From an optimization exercise on the open Yosys and OpenROAD flow, aimed at small area, a short achievable clock period and few clock cycles per item; shortcuts taken in it are not production practice. RTL that was checked went through simulation tests only; none was proved equivalent to the original.

// CordicAccelerator
module CordicAccelerator(
  input         clock,
  input         reset,
  input         cmd_valid,
  output        cmd_ready,
  input  [6:0]  cmd_funct,
  input  [4:0]  cmd_rd,
  input  [63:0] cmd_rs1,
  input  [63:0] cmd_rs2,
  output        resp_valid,
  input         resp_ready,
  output [4:0]  resp_rd,
  output [63:0] resp_data,
  output        busy
);
For scale: ~16000 cells after synthesis, roughly 2500 flip-flops, ~220 I/O pins.
clock: 6.0 ns
lec_check: 0
cap_margin: 20
core_margin: 2
core_utilization: 60
cts_buf_list: sky130_fd_sc_hd__clkbuf_4 sky130_fd_sc_hd__clkbuf_8
setup_slack_margin: 2.5
slew_margin: 20
run.sh (not shown) runs the stock make flow with config.mk's settings and CLKGATE_MAP_FILE= SYNTH_SCRIPT=/design/flow/synth_recipe.tcl, a recipe that flattens the netlist after the stock synthesis.
Next try:
--- a/flow/design.v
+++ b/flow/design.v
@@ -20,23 +20,23 @@
       g = a & b;
       p = a ^ b;
       gg = g;
       pp = p;
       gg[0] = g[0] | (p[0] & c);
       pp[0] = 1'b0;
       for (l = 0; l < 5; l = l + 1) begin
         gn = gg;
         pn = pp;
         for (k = 0; k < 32; k = k + 1)
-          if (k >= (1 << l)) begin
-            gn[k] = gg[k] | (pp[k] & gg[k - (1 << l)]);
-            pn[k] = pp[k] & pp[k - (1 << l)];
+          if (k[l]) begin
+            gn[k] = gg[k] | (pp[k] & gg[((k >> l) << l) - 1]);
+            pn[k] = pp[k] & pp[((k >> l) << l) - 1];
           end
         gg = gn;
         pp = pn;
       end
       addc = p ^ {gg[30:0], c};
     end
   endfunction
   wire recirc;    
   wire [31:0] res;
   wire [4:0] end_rd;
What happened: The new run passed the timing, design-rule and antenna checks. Routed wire length shrinks by roughly a tenth. Global-route usage falls by 0.73 points. Die area shrinks by a little under a tenth. Non-clock buffer count came out higher by 54. Setup slack improves by 0.22 ns. Fmax goes up by a few percent. Register-to-register slack improved by 0.22 ns. Critical path depth climbs by 1. Via count drops by about a fifth. Area after synthesis decreases by a little under a tenth. Cell count falls by roughly a tenth.
Testbench counts after the change, summed over its fixed seeds: cycles 1,856, items 1,600.
Only the layout flow was run in the first run of this note; the RTL was not checked for function there.

Setup of rev 12:
Another version of the RTL of CordicAccelerator (not shown whole).
Size in the first run: ~2500 flip-flops, about 220 I/O pins, ~140000 µm² of cells after synthesis.
Settings: LEC_CHECK=0, CAP_MARGIN=20, CORE_MARGIN=2, CORE_UTILIZATION=60, CTS_BUF_LIST=sky130_fd_sc_hd__clkbuf_4 sky130_fd_sc_hd__clkbuf_8, SETUP_SLACK_MARGIN=2.5, SLEW_MARGIN=20; clock period 6.0 ns.
--- input diff rev 12..rev 13 ---
--- a/flow/design.v
+++ b/flow/design.v
@@ -730,24 +730,21 @@
     else p31_v <= p30_v;
     p31_x <= x217;
     p31_y <= yt218;
     p31_rd <= p30_rd;
     p31_fn <= p30_fn;
     p31_dn <= p30_dn;
     p31_d <= p30_d;
   end
   wire [31:0] y31 = p31_y ^ {32{~p31_d}};
-  wire [31:0] em = p31_fn ? y31 : p31_x;
-  wire eon = p31_fn ? p31_x[31] : y31[31];
-  wire etn = ~(p31_fn ^ p31_d);   
-  wire [31:0] emp = em + 32'd1;
-  wire [31:0] emm = em - 32'd1;
-  assign res = eon ? (etn ? emp : emm) : em;
+  wire [31:0] exs = p31_x + (p31_d ? 32'hffffffff : 32'd1);
+  wire [31:0] eys = y31 + (p31_d ? 32'd1 : 32'hffffffff);
+  assign res = p31_fn ? (p31_x[31] ? eys : y31) : (y31[31] ? exs : p31_x);
   assign end_rd = p31_rd;
   wire end_v = p31_v;
   reg [31:0] h_data, k_data;
   reg [4:0] h_rd, k_rd;
   reg hv, kv, busy_r;
   reg blocked;
   reg [4:0] wait_n;
   wire wait_0 = (wait_n == 5'd0);
   wire push = end_v & ~(hv & kv) & (~blocked | wait_0);
## What came out
- Comparing rev 13 against rev 12, there is no change at all in flip-flop and latch count.
- Diff rev 12 -> rev 13: layout cell share with drive strength beyond 1 decreased 0.55 points, area after synthesis increased about 1.8%.
- Looking at total inserted antenna cells, rev 13 sits 9 above rev 12.
- From rev 12 to rev 13 the numbers moved as follows: non-filler instance count after layout +4.3%; utilization of the core after routing held steady.
- Looking at final worst hold slack across rev 13 and rev 12, the one that comes out higher is rev 12.
- Global-route wire length before repair up about 11% in rev 13 wrt rev 12
- Going from rev 12 to rev 13, die area grows by 4200 µm².
- From rev 12 to rev 13 the numbers moved as follows: insertion delay to the later sink of the worst-skew pair lower; post-synthesis to final-layout area growth fell by 0.31 points.
- Per the comparison of rev 13 with rev 12, cell area climbed 1.5%.
No functional check of the RTL was part of any run of this note.

==> port drivers added, routing unchanged <==
Ports are ideal in the flow. The routed layouts listed here were re-timed in OpenROAD.
Step 1 (the two cells are an assumption about what drives the block):
set clk [get_ports {clock}]
set_driving_cell -lib_cell sky130_fd_sc_hd__clkbuf_16 $clk
set_driving_cell -lib_cell sky130_fd_sc_hd__buf_2 [delete_from_list [all_inputs] $clk]
Step 2 adds t to the input delays and takes it off the output delays; t is the mean of the earliest and latest rising clock arrival at the registers after step 1. Input paths then give back, and output paths get back, about the clock's delay inside the block.
Three values: ideal ports, drivers, drivers and shift; two values: the first two.
| run | t, ns | setup slack, ns | worst data-port slew with drivers (ns) |
|---|---|---|---|
| the first run of note 1 | 1.177 | 2.166 / 2.166 / 1.536 | 0.12 |
| the second run of note 1 | 1.171 | 2.381 / 2.327 / 1.622 | 0.06 |
| rev 12 | 1.171 | 2.312 / 2.312 / 1.686 | 0.07 |
| rev 13 | 1.151 | 2.187 / 2.187 / 1.582 | 0.07 |
After both steps every run listed still meets setup and hold. For the second run of note 1, which loses most, drivers alone change the setup slack by -0.054 ns; drivers and shift together by -0.759 ns.
